Source: an optimization exercise on an open RTL-to-GDS flow (aim: small area). Production flows keep margins and buffers that such runs may drop. RTL that was checked went through simulation tests only; none was proved equivalent to the original. Power is estimated from default activity; no workload was simulated.

lane 1:
## outCPLD
module outCPLD (
    input              pclk_50M,
    input        [1:8] outP,
    input       [1:28] out,
    output logic [1:8] eoutP,
    output logic [1:28] eout
);
Size: roughly 650 cells after synthesis, roughly 0.0065 mm^2 of cells after synthesis.
clock: 5.0 ns
lec_check: 0
cap_margin: 20
core_margin: 2
core_utilization: 60
cts_buf_list: sky130_fd_sc_hd__clkbuf_2 sky130_fd_sc_hd__clkbuf_4 sky130_fd_sc_hd__clkbuf_8
cts_cluster_diameter: 60
cts_cluster_size: 20
slew_margin: 20
run.sh (not shown) runs the stock make flow with config.mk's settings and CLKGATE_MAP_FILE= SYNTH_SCRIPT=/design/flow/synth_recipe.tcl, a recipe that flattens the netlist after the stock synthesis.
Looking at the reports, lane 1 completed the entire flow and the layout it produced met the timing, DRC and antenna checks.
For lane 2, these inputs were changed with respect to lane 1:
- CTS_CLUSTER_DIAMETER changed from 60 to 40
- CTS_CLUSTER_SIZE changed from 20 to 16
- CTS_BUF_LIST changed from sky130_fd_sc_hd__clkbuf_2 sky130_fd_sc_hd__clkbuf_4 sky130_fd_sc_hd__clkbuf_8 to sky130_fd_sc_hd__clkbuf_4 sky130_fd_sc_hd__clkbuf_8
- PLACE_DENSITY newly set to 0.8
- CORE_UTILIZATION changed from 60 to 75
==> run summary <==
- Sort lane 2 and lane 1 by combinational power, ascending, and lane 1 comes first.
- Compared with lane 1, in lane 2 final estimated routing congestion in global placement now sits higher, footprint of the multi-input gates closely matched the old numbers, net switching fraction of the power up 0.58 points, maximum frequency has decreased.
- Changes observed in lane 2 relative to lane 1: worst endpoint required time lost 0.03 ns; sequential share of layout area -0.54 points; total leakage power went up by 1.8%; layout buffer count excluding clock buffers fell 2.
Changes in lane 3 relative to lane 2:
- CTS_BUF_LIST removed (was sky130_fd_sc_hd__clkbuf_4 sky130_fd_sc_hd__clkbuf_8)
- PLACE_DENSITY removed (was 0.8)
- CAP_MARGIN changed from 20 to 0
- SLEW_MARGIN changed from 20 to 0
- CORE_UTILIZATION changed from 75 to 60
- CTS_CLUSTER_DIAMETER removed (was 40)
- CTS_CLUSTER_SIZE removed (was 16)
==> flow/flow/run.sh (new file) <==
#!/bin/bash
# Own layout flow: the standard ORFS flow with
#  - port buffers inserted by global placement made sky130_fd_sc_hd__buf_1,
#  - clock tree synthesis without dummy loads.
set -euo pipefail
export BUFFER_PORTS_ARGS="-buffer_cell sky130_fd_sc_hd__buf_1"
export CTS_ARGS="-sink_clustering_enable -repair_clock_nets -sink_clustering_size 20 -sink_clustering_max_diameter 60 -buf_list {sky130_fd_sc_hd__clkbuf_2 sky130_fd_sc_hd__clkbuf_4 sky130_fd_sc_hd__clkbuf_8} -dont_use_dummy_load"
bash standard.sh finish > standard_finish.log 2>&1
==> flow/standard.sh (new file) <==
#!/bin/bash
# synth_recipe.tcl (not shown) runs the flow's synth.tcl, then flattens the netlist and writes it again
# the make line also repeats each setting of config.mk as NAME=value (left out here)
make -C /OpenROAD-flow-scripts/flow DESIGN_CONFIG=/design/flow/config.mk WORK_HOME=/design/flow/orfs CLKGATE_MAP_FILE= SYNTH_SCRIPT=/design/flow/synth_recipe.tcl "${@:-finish}"
removed: flow/run.sh
--- outcome ---
- Lane 3 vs lane 2, worst-path cell with the longest stage delay: sky130_fd_sc_hd__a222oi_1 vs sky130_fd_sc_hd__clkdlybuf4s50_1
- Measured against each other, lane 3 and lane 2 differ in global-route met1 utilization, the higher figure coming from lane 2.
- Lane 2 reports its launching element of the worst setup path as outP[2] while lane 3 reports outP[1].
- Summary — highest clock frequency the design can meet, lane 3 relative to lane 2: higher, by about 24%.
- Taking lane 3 as 1.0, lane 2 lands at 0.898 on die boundary height.
- Lane 3 against lane 2: clock buffer count in the final layout went down; required time at the worst-slack endpoint roughly the same.
## Diff of input files: lane 4 against lane 3
- setting ABC_AREA to 1 for the first time
- changing CAP_MARGIN from 0 to 20
- changing CORE_UTILIZATION from 60 to 70
- changing SLEW_MARGIN from 0 to 20
==> flow/run.sh (new file) <==
#!/bin/bash
# synth_recipe.tcl (not shown) runs the flow's synth.tcl, then flattens the netlist and writes it again
# the make line also repeats each setting of config.mk as NAME=value (left out here)
make -C /OpenROAD-flow-scripts/flow DESIGN_CONFIG=/design/flow/config.mk WORK_HOME=/design/flow/orfs CLKGATE_MAP_FILE= SYNTH_SCRIPT=/design/flow/synth_recipe.tcl finish
removed: flow/flow/run.sh
removed: flow/standard.sh
### Flow results
As of lane 4, routed wire length on met2 had risen by more than a quarter compared to lane 3. Going from lane 3 to lane 4, total die area shows a reduction of 7.1%; starting density of the core shows an increase of 11 points; via count shows an increase of 20%; final worst-path setup slack shows a reduction of 0.36 ns; biggest cell delay along the critical path shows an increase of 0.33 ns. Looking at worst-path cell with the longest stage delay, the sky130_fd_sc_hd__clkdlybuf4s50_1 result is from lane 4; the sky130_fd_sc_hd__a222oi_1 one comes from lane 3. Side by side, post-synthesis to final-layout area growth turned out higher in lane 4 than in lane 3. [diff] total power draw, lane 4 relative to lane 3: regression. Looking only at final cell count, and setting everything else aside, the lower value of lane 4 and lane 3 goes to lane 3.
No run of this note included a check of the RTL's function; only the layout flow was run.

Setup of P:
Another version of the RTL of outCPLD (not shown whole).
For scale: about 600 cells after synthesis, about 0.0061 mm^2 of cells after synthesis.
clock: 5.0 ns
lec_check: 0
cap_margin: 20
core_margin: 2
core_utilization: 60
gpl_timing_driven: 0
slew_margin: 20
standard.sh (not shown) runs the stock make flow with config.mk's settings and CLKGATE_MAP_FILE= SYNTH_SCRIPT=/design/flow/synth_recipe.tcl, a recipe that flattens the netlist after the stock synthesis.
==> flow/flow/run.sh <==
#!/bin/bash
# Own layout flow: the standard ORFS flow (standard.sh) with these changes.
#  1. Synthesis: the standard synthesis runs first (standard_synth.log). Then
#     the RTL is synthesized again for area (flow/ownsynth.ys.in, ownsynth.log),
#     and flow/rename_ff.py gives its flip-flops the standard synthesis's
#     instance names (matched by register, i.e. Q net), checking that the
#     flip-flop sets match. If any of that fails, the standard netlist's
#     combinational gates are re-mapped instead (flow/resyn.ys.in, resyn.log).
#     The result replaces 1_2_yosys.v; the standard one is kept beside it.
#  2. Port buffers inserted at global placement are sky130_fd_sc_hd__buf_1.
#  3. Clock tree synthesis uses no dummy loads.
set -euo pipefail
here=$(pwd)
res=$here/orfs/results/$FLOW_PLATFORM/outCPLD/base
lib=$FLOW_HOME/platforms/$FLOW_PLATFORM/lib/sky130_fd_sc_hd__tt_025C_1v80.lib
abc='+\&get,-n;\&st;\&dch,-f;\&nf,-R,1000;\&put;\&get,-n;\&st;\&dch,-f;\&nf,-R,1000;\&put'

export BUFFER_PORTS_ARGS="-buffer_cell sky130_fd_sc_hd__buf_1"
export CTS_ARGS="-sink_clustering_enable -repair_clock_nets -sink_clustering_size 20 -sink_clustering_max_diameter 60 -buf_list {sky130_fd_sc_hd__clkbuf_8} -root_buf sky130_fd_sc_hd__clkbuf_4 -tree_buf sky130_fd_sc_hd__clkbuf_4 -dont_use_dummy_load"

bash standard.sh synth > standard_synth.log 2>&1

# the dont-use list the standard synthesis gave ABC
dontuse=$(grep -o -- '-dont_use [^ ]*' $here/orfs/logs/$FLOW_PLATFORM/outCPLD/base/1_2_yosys.log | sort -u | tr '\n' ' ')
cp $res/1_2_yosys.v $res/1_2_yosys_standard.v

subst() {
  sed -e "s|@LIB@|$lib|g" -e "s|@DESIGN@|$FLOW_DESIGN|g" -e "s|@TOP@|$FLOW_TOP|g" \
      -e "s|@DONTUSE@|$dontuse|g" -e "s|@ABC@|$abc|g" -e "s|@OUTDIR@|$res|g" \
      -e "s|@IN@|$res/1_2_yosys_standard.v|g" -e "s|@OUT@|$2|g" "$1"
}

ok=0
subst flow/ownsynth.ys.in $res/1_2_yosys_own.v > ownsynth.ys
if yosys -s ownsynth.ys > ownsynth.log 2>&1 &&
   python3 flow/rename_ff.py $res/1_2_yosys_standard.v $res/1_2_yosys_own.v $res/1_2_yosys_own_renamed.v > rename_ff.log 2>&1; then
  cp $res/1_2_yosys_own_renamed.v $res/1_2_yosys.v
  ok=1
fi
if [[ $ok != 1 ]]; then
  subst flow/resyn.ys.in $res/1_2_yosys.v > resyn.ys
  yosys -s resyn.ys > resyn.log 2>&1
fi
rm -f $res/1_synth.odb $res/1_synth.sdc

bash standard.sh finish > standard_finish.log 2>&1
Other scripts of this flow, unchanged in this note and not shown: flow/flow/ownsynth.ys.in, flow/flow/rename_ff.py, flow/flow/resyn.ys.in
P: all stages complete, timing, DRC and antenna checks passed
#### Input delta (Q over P)
--- a/flow/flow/run.sh
+++ b/flow/flow/run.sh
@@ -19 +19 @@
-export CTS_ARGS="-sink_clustering_enable -repair_clock_nets -sink_clustering_size 20 -sink_clustering_max_diameter 60 -buf_list {sky130_fd_sc_hd__clkbuf_8} -root_buf sky130_fd_sc_hd__clkbuf_4 -tree_buf sky130_fd_sc_hd__clkbuf_4 -dont_use_dummy_load"
+export CTS_ARGS="-sink_clustering_enable -repair_clock_nets -sink_clustering_size 20 -sink_clustering_max_diameter 60 -buf_list {sky130_fd_sc_hd__clkbuf_8} -root_buf sky130_fd_sc_hd__clkbuf_2 -tree_buf sky130_fd_sc_hd__clkbuf_2 -dont_use_dummy_load"
Results
- Compared with P, Q supports a higher clock frequency.
- Summary of Q over P: switching component of the power moved up; final design area excluding fillers level.
- From Q to P, final sequential cell count did not move at all.
- Higher worst endpoint required time among Q and P: Q
- Q against P: post-detailed-routing wire length shows no meaningful change; layout overhead on the synthesized area shows no meaningful change.
- Between Q and P, the post-route fraction of the period consumed by the critical path is lower for Q.
> inputs changed (Q -> R)
--- a/flow/flow/run.sh
+++ b/flow/flow/run.sh
@@ -19 +19 @@
-export CTS_ARGS="-sink_clustering_enable -repair_clock_nets -sink_clustering_size 20 -sink_clustering_max_diameter 60 -buf_list {sky130_fd_sc_hd__clkbuf_8} -root_buf sky130_fd_sc_hd__clkbuf_2 -tree_buf sky130_fd_sc_hd__clkbuf_2 -dont_use_dummy_load"
+export CTS_ARGS="-sink_clustering_enable -repair_clock_nets -sink_clustering_size 20 -sink_clustering_max_diameter 60 -buf_list {sky130_fd_sc_hd__clkbuf_2 sky130_fd_sc_hd__clkbuf_4 sky130_fd_sc_hd__clkbuf_8} -dont_use_dummy_load"
Results
- Reported for R and Q, number of instances in the synthesized netlist turned out identical to the last digit.
- In R the worst relative slew slack turned out 1.4 points higher than in Q.
- R -> Q: number of global-route vias before repair flat
- The estimated power of R ends up higher than the estimate for Q.

## re-timing with driven ports
The flow's constraints put no driver on any port. The routed layouts listed below were extracted and timed again, unchanged, in two steps. Step 1 sets driving cells, clkbuf_16 on the clock port and buf_2 on the other inputs (assumed; they add their load-dependent delay and slew). Step 2, shift: input delay + t, output delay - t, t = (earliest + latest rising clock arrival at the registers) / 2. This alone moves slack from input paths to output paths. a / b / c = no drivers / after step 1 / after step 2; a / b = the first two.
| run | shift t [ns] | setup slack, ns | clock arrival spread, ns | cell pins on the clock port's net |
|---|---|---|---|---|
| lane 1 | 0.503 | 2.401 / 2.414 / 1.911 | 0.038 / 0.038 | 1 |
| lane 2 | 0.532 | 2.227 / 2.224 / 1.692 | 0.025 / 0.024 | 1 |
| lane 3 | 0.496 | 2.756 / 2.770 / 2.274 | 0.030 / 0.031 | 1 |
| lane 4 | 0.575 | 2.392 / 2.406 / 1.831 | 0.018 / 0.018 | 1 |
| P | 0.570 | 2.373 / 2.386 / 1.816 | 0.042 / 0.041 | 1 |
| Q | 0.644 | 2.429 / 2.442 / 1.798 | 0.068 / 0.068 | 1 |
| R | 0.502 | 2.301 / 2.316 / 1.815 | 0.035 / 0.035 | 1 |
After both steps every run listed still meets setup and hold. For Q, which loses most, drivers alone change the setup slack by +0.013 ns; drivers and shift together by -0.631 ns.
